From an optimization exercise on the open Yosys and OpenROAD flow, aimed at small area and a short achievable clock period; shortcuts taken in it are not production practice. Where RTL was checked, it was by simulation tests only, not by an equivalence proof against the original.

==> 04-11: inputs <==
// neuron
module neuron(
    input clk , rst , start , EOI , EOF ,
    input signed [6:0] x1 , x2 ,
    input signed [1:0] tin ,
    output learned , updating ,
    output signed [1:0] tout
);
export LEC_CHECK = 0
export CAP_MARGIN = 20
export CORE_MARGIN = 2
export CORE_UTILIZATION = 40
export SLEW_MARGIN = 20
export SYNTH_HIERARCHICAL = 1
export TNS_END_PERCENT = 5
create_clock -name core_clock -period 9.5 [get_ports {clk}]
standard.sh (not shown) runs the stock make flow with config.mk's settings and CLKGATE_MAP_FILE= SYNTH_SCRIPT=/design/flow/synth_recipe.tcl, a recipe that flattens the netlist after the stock synthesis.
==> flow/flow/run.sh <==
#!/bin/bash
# The standard layout (the standard.sh: standard synthesis, ORFS floorplan to finish),
# with two changes: the buffers ORFS puts on the input and output ports are buf_4 cells
# instead of the delay-buffer cell that buffer_ports picks by default, and timing repair
# aims for 5.5 ns of setup slack at the design's clock period.
set -euo pipefail
export BUFFER_PORTS_ARGS="-buffer_cell sky130_fd_sc_hd__buf_4"
bash standard.sh SETUP_SLACK_MARGIN=5.5 finish > standard_flow.log 2>&1
==> 06-26 (differences from 04-11) <==
==> flow/flow/run.sh (replaced) <==
#!/bin/bash
# The standard layout (the standard.sh: standard synthesis, ORFS floorplan to finish),
# with one change: the buffers ORFS puts on the input and output ports are buf_4 cells
# instead of the delay-buffer cell that buffer_ports picks by default.
set -euo pipefail
export BUFFER_PORTS_ARGS="-buffer_cell sky130_fd_sc_hd__buf_4"
bash standard.sh finish > standard_flow.log 2>&1
- SETUP_SLACK_MARGIN: unset -> 5
==> 03-21 (differences from 04-11) <==
==> flow/flow/run.sh (replaced) <==
#!/bin/bash
# The standard layout (the standard.sh: standard synthesis, ORFS floorplan to finish),
# with one change: the buffers ORFS puts on the input and output ports are buf_4 cells
# instead of the delay-buffer cell that buffer_ports picks by default.
set -euo pipefail
export BUFFER_PORTS_ARGS="-buffer_cell sky130_fd_sc_hd__buf_4"
bash standard.sh finish > standard_flow.log 2>&1
- CORE_UTILIZATION: 40 -> 50
- SETUP_SLACK_MARGIN: unset -> 5
==> 02-10 (differences from 04-11) <==
==> flow/flow/run.sh (replaced) <==
#!/bin/bash
# The standard layout (the standard.sh: standard synthesis, ORFS floorplan to finish),
# with two changes: the buffers ORFS puts on the input and output ports are buf_4 cells
# instead of the delay-buffer cell that buffer_ports picks by default, and timing repair
# aims for 6.0 ns of setup slack at the design's clock period.
set -euo pipefail
export BUFFER_PORTS_ARGS="-buffer_cell sky130_fd_sc_hd__buf_4"
bash standard.sh SETUP_SLACK_MARGIN=6.0 finish > standard_flow.log 2>&1
==> flow_summary.toml <==
[cells_and_area]
clock_area_share_pct = 3.27
clkbuf_count = 9

[setup_path]
rr_worst_depth = 11
crit_fanout = 11

[floorplan]
start_util_pct = 40.7

[sta]
finClkSkew_ns = 0.0123
max_freq_mhz = 230

[status]
status = "no timing/DRC/antenna violations"

[global_routing]
grtUsageMet1_pct = 28.7

[routing]
drt_wl_total_um = 20400
the above is filed under 04-11

==> flow_summary.toml <==
[cells_and_area]
clkbuf_count = 14
clock_area_share_pct = 3.18

[setup_path]
rr_worst_depth = 10
crit_fanout = 8

[sta]
max_freq_mhz = 224
finClkSkew_ns = 0.0113

[routing]
remaining_drc_errors = 0
drt_wl_total_um = 19600

[placed_design]
place.gp.congestion = 0.936

[status]
status = "no timing/DRC/antenna violations"

[logic_synthesis]
synthFlopType = "dfrtp_1"

[floorplan]
start_util_pct = 40.7

[global_routing]
grtUsageMet1_pct = 28.1
the above is filed under 06-26

==> flow_summary.toml <==
[cells_and_area]
clock_area_share_pct = 3.53

[routing]
drt_wl_total_um = 20500

[sta]
max_freq_mhz = 225

[floorplan]
start_util_pct = 51.5

[status]
status = "no timing/DRC/antenna violations"

[setup_path]
crit_fanout = 10
the above is filed under 03-21

==> flow_summary.toml <==
[status]
status = "no timing/DRC/antenna violations"

[sta]
max_freq_mhz = 228

[global_routing]
grtUsageMet1_pct = 29.7

[setup_path]
crit_fanout = 4
rr_worst_depth = 11

[cts]
clk_latency_ns = 0.35

[routing]
drt_wl_total_um = 20700

[floorplan]
start_util_pct = 40.7

[cells_and_area]
clock_area_share_pct = 3.39
largestClassByArea = "multi-input combinational cells"
clkbuf_count = 9

[pwr]
the above is filed under 02-10


---

==> maple <==
neuron, a different RTL version from the one above (not shown whole).
==> flow/design.v (excerpt) <==
module neuron(
    input clk , rst , start , EOI , EOF ,
    input signed [6:0] x1 , x2 ,
    input signed [1:0] tin ,
    output learned , updating ,
    output signed [1:0] tout
);
make LEC_CHECK=0 CAP_MARGIN=20 CORE_MARGIN=2 CORE_UTILIZATION=40 SETUP_SLACK_MARGIN=5 SLEW_MARGIN=20 SYNTH_HIERARCHICAL=1 finish   # period 9.5 ns
run.sh (not shown) runs the stock make flow with config.mk's settings and CLKGATE_MAP_FILE= SYNTH_SCRIPT=/design/flow/synth_recipe.tcl, a recipe that flattens the netlist after the stock synthesis.
Stock flow here: none of the scripts above is used.
==> harbor (differences from maple) <==
--- a/flow/design.v
+++ b/flow/design.v
@@ -542,12 +542,14 @@
     wire n449, n450;
     fa u_n449 (.a(n339), .b(n352), .c(n365), .s(n449), .co(n450));
     wire n451, n452;
     fa u_n451 (.a(n376), .b(n440), .c(n442), .s(n451), .co(n452));
     wire n453, n454;
     fa u_n453 (.a(n447), .b(n449), .c(n451), .s(n453), .co(n454));
+    wire n455, n456;
+    fa u_n455 (.a(n444), .b(n453), .c(n446), .s(n455), .co(n456));
     wire n457, n458;
     fa u_n457 (.a(n315), .b(n327), .c(n340), .s(n457), .co(n458));
     wire n459, n460;
     fa u_n459 (.a(n353), .b(n366), .c(n377), .s(n459), .co(n460));
     wire n461, n462;
     fa u_n461 (.a(n388), .b(n448), .c(n450), .s(n461), .co(n462));
@@ -572,12 +574,14 @@
     wire n481, n482;
     fa u_n481 (.a(n379), .b(n392), .c(n468), .s(n481), .co(n482));
     wire n483, n484;
     fa u_n483 (.a(n470), .b(n477), .c(n479), .s(n483), .co(n484));
     wire n485, n486;
     fa u_n485 (.a(n472), .b(n481), .c(n483), .s(n485), .co(n486));
+    wire n487, n488;
+    fa u_n487 (.a(n474), .b(n485), .c(n476), .s(n487), .co(n488));
     wire n489, n490;
     fa u_n489 (.a(bhp[1]), .b(n318), .c(n330), .s(n489), .co(n490));
     wire n491, n492;
     fa u_n491 (.a(n343), .b(n356), .c(n369), .s(n491), .co(n492));
     wire n493, n494;
     fa u_n493 (.a(n380), .b(n394), .c(n478), .s(n493), .co(n494));
@@ -630,90 +634,86 @@
     wire n541, n542;
     fa u_n541 (.a(n402), .b(n526), .c(n528), .s(n541), .co(n542));
     wire n543, n544;
     fa u_n543 (.a(n537), .b(n539), .c(n530), .s(n543), .co(n544));
     wire n545, n546;
     fa u_n545 (.a(n541), .b(n532), .c(n534), .s(n545), .co(n546));
+    wire n547, n548;
+    fa u_n547 (.a(n543), .b(n536), .c(n545), .s(n547), .co(n548));
     wire n549, n550;
     fa u_n549 (.a(bhp[6]), .b(n349), .c(n361), .s(n549), .co(n550));
     wire n551, n552;
     fa u_n551 (.a(n374), .b(n385), .c(n404), .s(n551), .co(n552));
     wire n553, n554;
     fa u_n553 (.a(n538), .b(n540), .c(n549), .s(n553), .co(n554));
     wire n555, n556;
     fa u_n555 (.a(n551), .b(n542), .c(n553), .s(n555), .co(n556));
+    wire n557, n558;
+    fa u_n557 (.a(n544), .b(n555), .c(n546), .s(n557), .co(n558));
     wire n559, n559_nc;
     fa u_n559 (.a(bhp[7]), .b(n363), .c(n375), .s(n559), .co(n559_nc));
     wire n560, n560_nc;
     fa u_n560 (.a(n386), .b(n406), .c(n550), .s(n560), .co(n560_nc));
     wire n561, n561_nc;
     fa u_n561 (.a(n552), .b(n559), .c(n560), .s(n561), .co(n561_nc));
     wire n562, n562_nc;
     fa u_n562 (.a(n554), .b(n556), .c(n561), .s(n562), .co(n562_nc));
     assign w1n = {n114, n113, n112, n111, n110, n109, n108, n107, n106, n105, n104, n103} ;
     assign w2n = {n228, n227, n226, n225, n224, n223, n222, n221, n220, n219, n218, n217} ;
-    reg [26:0] cs ;
+    reg [22:0] cs ;
     always @(posedge clk, posedge rst) begin
-        if (rst) cs <= 27'b011101010110111010001010010 ;
-        else cs <= {n431, n445, n562, n535, n524, n523, n512, n511, n500, n499, n475, n466, n465, n437, n432, n546, n555, n544, n545, n536, n543, n476, n485, n474, n446, n453, n444} ;
+        if (rst) cs <= 23'b11101101010101010101011 ;
+        else cs <= {n547, n487, n455, n431, n445, n562, n558, n557, n548, n535, n524, n523, n512, n511, n500, n499, n488, n475, n466, n465, n456, n437, n432} ;
     end
-    wire n455, n456;
-    fa u_n455 (.a(cs[0]), .b(cs[1]), .c(cs[2]), .s(n455), .co(n456));
-    wire n487, n488;
-    fa u_n487 (.a(cs[3]), .b(cs[4]), .c(cs[5]), .s(n487), .co(n488));
-    wire n547, n548;
-    fa u_n547 (.a(cs[6]), .b(cs[7]), .c(cs[8]), .s(n547), .co(n548));
-    wire n557, n558;
-    fa u_n557 (.a(cs[9]), .b(cs[10]), .c(cs[11]), .s(n557), .co(n558));
-    wire n563 = cs[12] & cs[13];
-    wire n564 = cs[12] ^ cs[13];
-    wire n565 = n456 & cs[14];
-    wire n566 = n456 ^ cs[14];
-    wire n567 = cs[15] & cs[16];
-    wire n568 = cs[15] ^ cs[16];
-    wire n569 = n488 & cs[17];
-    wire n570 = n488 ^ cs[17];
-    wire n571 = cs[18] & cs[19];
-    wire n572 = cs[18] ^ cs[19];
-    wire n573 = cs[20] & cs[21];
-    wire n574 = cs[20] ^ cs[21];
-    wire n575 = cs[22] & cs[23];
-    wire n576 = cs[22] ^ cs[23];
-    wire n577 = n548 & n557;
-    wire n578 = n548 ^ n557;
-    wire n579 = n558 & cs[24];
-    wire n580 = n558 ^ cs[24];
-    wire n581 = cs[25] & n563;
-    wire n582 = cs[25] & n564;
-    wire n583 = n582 & cs[26];
+    wire n563 = cs[0] & cs[1];
+    wire n564 = cs[0] ^ cs[1];
+    wire n565 = cs[2] & cs[3];
+    wire n566 = cs[2] ^ cs[3];
+    wire n567 = cs[4] & cs[5];
+    wire n568 = cs[4] ^ cs[5];
+    wire n569 = cs[6] & cs[7];
+    wire n570 = cs[6] ^ cs[7];
+    wire n571 = cs[8] & cs[9];
+    wire n572 = cs[8] ^ cs[9];
+    wire n573 = cs[10] & cs[11];
+    wire n574 = cs[10] ^ cs[11];
+    wire n575 = cs[12] & cs[13];
+    wire n576 = cs[12] ^ cs[13];
+    wire n577 = cs[14] & cs[15];
+    wire n578 = cs[14] ^ cs[15];
+    wire n579 = cs[16] & cs[17];
+    wire n580 = cs[16] ^ cs[17];
+    wire n581 = cs[18] & n563;
+    wire n582 = cs[18] & n564;
+    wire n583 = n582 & cs[19];
     wire n584;
     ao21 u_n584 (.g(n567), .p(n568), .c(n565), .y(n584));
     wire n585 = n568 & n566;
-    wire n586 = n585 & n455;
+    wire n586 = n585 & cs[20];
     wire n587;
     ao21 u_n587 (.g(n584), .p(n586), .c(n581), .y(n587));
     wire n588 = n586 & n583;
     wire n589;
     ao21 u_n589 (.g(n571), .p(n572), .c(n569), .y(n589));
     wire n590 = n572 & n570;
-    wire n591 = n590 & n487;
+    wire n591 = n590 & cs[21];
     wire n592;
     ao21 u_n592 (.g(n575), .p(n576), .c(n573), .y(n592));
     wire n593 = n576 & n574;
-    wire n594 = n578 & n547;
+    wire n594 = n578 & cs[22];
     wire n595;
     ao21 u_n595 (.g(n577), .p(n594), .c(n592), .y(n595));
     wire n596 = n594 & n593;
     wire n597;
     ao21 u_n597 (.g(n595), .p(n596), .c(n589), .y(n597));
     wire n598 = n596 & n591;
     wire n599;
     ao21 u_n599 (.g(n597), .p(n598), .c(n587), .y(n599));
     wire n600 = n598 & n588;
     wire n601, n601_nc;
-    fa u_n601 (.a(n558), .b(cs[24]), .c(n599), .s(n601), .co(n601_nc));
+    fa u_n601 (.a(cs[16]), .b(cs[17]), .c(n599), .s(n601), .co(n601_nc));
     assign eq = ~(n601 ^ t1) ;
     assign tout = { n601 , 1'b1 } ;
 endmodule
 module ao21(input g, p, c, output y);
     assign y = g | p & c ;
 endmodule
- CORE_UTILIZATION: 40 -> 60
- SETUP_SLACK_MARGIN: 5 -> 4.5
- TNS_END_PERCENT: default -> 5
==> willow (differences from maple) <==
--- a/flow/design.v
+++ b/flow/design.v
@@ -542,12 +542,14 @@
     wire n449, n450;
     fa u_n449 (.a(n339), .b(n352), .c(n365), .s(n449), .co(n450));
     wire n451, n452;
     fa u_n451 (.a(n376), .b(n440), .c(n442), .s(n451), .co(n452));
     wire n453, n454;
     fa u_n453 (.a(n447), .b(n449), .c(n451), .s(n453), .co(n454));
+    wire n455, n456;
+    fa u_n455 (.a(n444), .b(n453), .c(n446), .s(n455), .co(n456));
     wire n457, n458;
     fa u_n457 (.a(n315), .b(n327), .c(n340), .s(n457), .co(n458));
     wire n459, n460;
     fa u_n459 (.a(n353), .b(n366), .c(n377), .s(n459), .co(n460));
     wire n461, n462;
     fa u_n461 (.a(n388), .b(n448), .c(n450), .s(n461), .co(n462));
@@ -572,12 +574,14 @@
     wire n481, n482;
     fa u_n481 (.a(n379), .b(n392), .c(n468), .s(n481), .co(n482));
     wire n483, n484;
     fa u_n483 (.a(n470), .b(n477), .c(n479), .s(n483), .co(n484));
     wire n485, n486;
     fa u_n485 (.a(n472), .b(n481), .c(n483), .s(n485), .co(n486));
+    wire n487, n488;
+    fa u_n487 (.a(n474), .b(n485), .c(n476), .s(n487), .co(n488));
     wire n489, n490;
     fa u_n489 (.a(bhp[1]), .b(n318), .c(n330), .s(n489), .co(n490));
     wire n491, n492;
     fa u_n491 (.a(n343), .b(n356), .c(n369), .s(n491), .co(n492));
     wire n493, n494;
     fa u_n493 (.a(n380), .b(n394), .c(n478), .s(n493), .co(n494));
@@ -630,90 +634,86 @@
     wire n541, n542;
     fa u_n541 (.a(n402), .b(n526), .c(n528), .s(n541), .co(n542));
     wire n543, n544;
     fa u_n543 (.a(n537), .b(n539), .c(n530), .s(n543), .co(n544));
     wire n545, n546;
     fa u_n545 (.a(n541), .b(n532), .c(n534), .s(n545), .co(n546));
+    wire n547, n548;
+    fa u_n547 (.a(n543), .b(n536), .c(n545), .s(n547), .co(n548));
     wire n549, n550;
     fa u_n549 (.a(bhp[6]), .b(n349), .c(n361), .s(n549), .co(n550));
     wire n551, n552;
     fa u_n551 (.a(n374), .b(n385), .c(n404), .s(n551), .co(n552));
     wire n553, n554;
     fa u_n553 (.a(n538), .b(n540), .c(n549), .s(n553), .co(n554));
     wire n555, n556;
     fa u_n555 (.a(n551), .b(n542), .c(n553), .s(n555), .co(n556));
+    wire n557, n558;
+    fa u_n557 (.a(n544), .b(n555), .c(n546), .s(n557), .co(n558));
     wire n559, n559_nc;
     fa u_n559 (.a(bhp[7]), .b(n363), .c(n375), .s(n559), .co(n559_nc));
     wire n560, n560_nc;
     fa u_n560 (.a(n386), .b(n406), .c(n550), .s(n560), .co(n560_nc));
     wire n561, n561_nc;
     fa u_n561 (.a(n552), .b(n559), .c(n560), .s(n561), .co(n561_nc));
     wire n562, n562_nc;
     fa u_n562 (.a(n554), .b(n556), .c(n561), .s(n562), .co(n562_nc));
     assign w1n = {n114, n113, n112, n111, n110, n109, n108, n107, n106, n105, n104, n103} ;
     assign w2n = {n228, n227, n226, n225, n224, n223, n222, n221, n220, n219, n218, n217} ;
-    reg [26:0] cs ;
+    reg [22:0] cs ;
     always @(posedge clk, posedge rst) begin
-        if (rst) cs <= 27'b011101010110111010001010010 ;
-        else cs <= {n431, n445, n562, n535, n524, n523, n512, n511, n500, n499, n475, n466, n465, n437, n432, n546, n555, n544, n545, n536, n543, n476, n485, n474, n446, n453, n444} ;
+        if (rst) cs <= 23'b11101101010101010101011 ;
+        else cs <= {n547, n487, n455, n431, n445, n562, n558, n557, n548, n535, n524, n523, n512, n511, n500, n499, n488, n475, n466, n465, n456, n437, n432} ;
     end
-    wire n455, n456;
-    fa u_n455 (.a(cs[0]), .b(cs[1]), .c(cs[2]), .s(n455), .co(n456));
-    wire n487, n488;
-    fa u_n487 (.a(cs[3]), .b(cs[4]), .c(cs[5]), .s(n487), .co(n488));
-    wire n547, n548;
-    fa u_n547 (.a(cs[6]), .b(cs[7]), .c(cs[8]), .s(n547), .co(n548));
-    wire n557, n558;
-    fa u_n557 (.a(cs[9]), .b(cs[10]), .c(cs[11]), .s(n557), .co(n558));
-    wire n563 = cs[12] & cs[13];
-    wire n564 = cs[12] ^ cs[13];
-    wire n565 = n456 & cs[14];
-    wire n566 = n456 ^ cs[14];
-    wire n567 = cs[15] & cs[16];
-    wire n568 = cs[15] ^ cs[16];
-    wire n569 = n488 & cs[17];
-    wire n570 = n488 ^ cs[17];
-    wire n571 = cs[18] & cs[19];
-    wire n572 = cs[18] ^ cs[19];
-    wire n573 = cs[20] & cs[21];
-    wire n574 = cs[20] ^ cs[21];
-    wire n575 = cs[22] & cs[23];
-    wire n576 = cs[22] ^ cs[23];
-    wire n577 = n548 & n557;
-    wire n578 = n548 ^ n557;
-    wire n579 = n558 & cs[24];
-    wire n580 = n558 ^ cs[24];
-    wire n581 = cs[25] & n563;
-    wire n582 = cs[25] & n564;
-    wire n583 = n582 & cs[26];
+    wire n563 = cs[0] & cs[1];
+    wire n564 = cs[0] ^ cs[1];
+    wire n565 = cs[2] & cs[3];
+    wire n566 = cs[2] ^ cs[3];
+    wire n567 = cs[4] & cs[5];
+    wire n568 = cs[4] ^ cs[5];
+    wire n569 = cs[6] & cs[7];
+    wire n570 = cs[6] ^ cs[7];
+    wire n571 = cs[8] & cs[9];
+    wire n572 = cs[8] ^ cs[9];
+    wire n573 = cs[10] & cs[11];
+    wire n574 = cs[10] ^ cs[11];
+    wire n575 = cs[12] & cs[13];
+    wire n576 = cs[12] ^ cs[13];
+    wire n577 = cs[14] & cs[15];
+    wire n578 = cs[14] ^ cs[15];
+    wire n579 = cs[16] & cs[17];
+    wire n580 = cs[16] ^ cs[17];
+    wire n581 = cs[18] & n563;
+    wire n582 = cs[18] & n564;
+    wire n583 = n582 & cs[19];
     wire n584;
     ao21 u_n584 (.g(n567), .p(n568), .c(n565), .y(n584));
     wire n585 = n568 & n566;
-    wire n586 = n585 & n455;
+    wire n586 = n585 & cs[20];
     wire n587;
     ao21 u_n587 (.g(n584), .p(n586), .c(n581), .y(n587));
     wire n588 = n586 & n583;
     wire n589;
     ao21 u_n589 (.g(n571), .p(n572), .c(n569), .y(n589));
     wire n590 = n572 & n570;
-    wire n591 = n590 & n487;
+    wire n591 = n590 & cs[21];
     wire n592;
     ao21 u_n592 (.g(n575), .p(n576), .c(n573), .y(n592));
     wire n593 = n576 & n574;
-    wire n594 = n578 & n547;
+    wire n594 = n578 & cs[22];
     wire n595;
     ao21 u_n595 (.g(n577), .p(n594), .c(n592), .y(n595));
     wire n596 = n594 & n593;
     wire n597;
     ao21 u_n597 (.g(n595), .p(n596), .c(n589), .y(n597));
     wire n598 = n596 & n591;
     wire n599;
     ao21 u_n599 (.g(n597), .p(n598), .c(n587), .y(n599));
     wire n600 = n598 & n588;
     wire n601, n601_nc;
-    fa u_n601 (.a(n558), .b(cs[24]), .c(n599), .s(n601), .co(n601_nc));
+    fa u_n601 (.a(cs[16]), .b(cs[17]), .c(n599), .s(n601), .co(n601_nc));
     assign eq = ~(n601 ^ t1) ;
     assign tout = { n601 , 1'b1 } ;
 endmodule
 module ao21(input g, p, c, output y);
     assign y = g | p & c ;
 endmodule
==> results.txt <==
share of final layout cell area taken by non-clock buffers 9.63%; count of instances resized after the clock tree is built 44; adder and majority cell fraction of the synthesized area 31.5%; result of the run complete, no violations; Non-Filler Cell Area, Final 9520 um^2
The numbers above come from harbor.

==> results.txt <==
Plain + repair buffers 151; share of final layout cell area taken by non-clock buffers 13.2%; adder and majority cell fraction of the synthesized area 31.5%; count of instances resized after the clock tree is built 176; antenna diode instance count 0; met2 wirelength from detailed routing 11,500 um; result of the run complete, no violations
The numbers above come from willow.

==> results.txt <==
count of instances resized after the clock tree is built 106; result of the run complete, no violations; adder and majority cell fraction of the synthesized area 31.1%; crit path kind reg2reg; Non-Filler Cell Area, Final 10,200 um^2; share of final layout cell area taken by non-clock buffers 10.8%
The numbers above come from maple.

No functional check of the RTL was part of maple.

[afterwards: timing with drivers on the ports]
Ports are ideal in the flow. The routed layouts listed here were re-timed in OpenROAD.
Step 1 (the two cells are an assumption about what drives the block):
set clk [get_ports {clk}]
set_driving_cell -lib_cell sky130_fd_sc_hd__clkbuf_16 $clk
set_driving_cell -lib_cell sky130_fd_sc_hd__buf_2 [delete_from_list [all_inputs] $clk]
Step 2 adds t to the input delays and takes it off the output delays; t is the mean of the earliest and latest rising clock arrival at the registers after step 1. Input paths then give back, and output paths get back, about the clock's delay inside the block.
Three values: no drivers, after step 1, after step 2; two values: the first two.
run | t (ns) | setup WS [ns] | worst setup path at the end | worst slew at a driven data input, ns
04-11 | 0.392 | 5.145 / 5.158 / 4.766 | input to register | 0.15
06-26 | 0.378 | 5.042 / 5.049 / 4.671 | input to register | 0.05
03-21 | 0.387 | 5.051 / 5.060 / 4.674 | input to register | 0.05
02-10 | 0.381 | 5.120 / 5.125 / 4.745 | input to register | 0.18
maple | 0.394 | 4.182 / 4.182 / 4.182 | register to register | 0.04
harbor | 0.394 | 4.563 / 4.538 / 4.195 | input to register | 0.03
willow | 0.394 | 4.815 / 4.801 / 4.436 | input to register | 0.06
After both steps setup and hold are still met in every run listed.
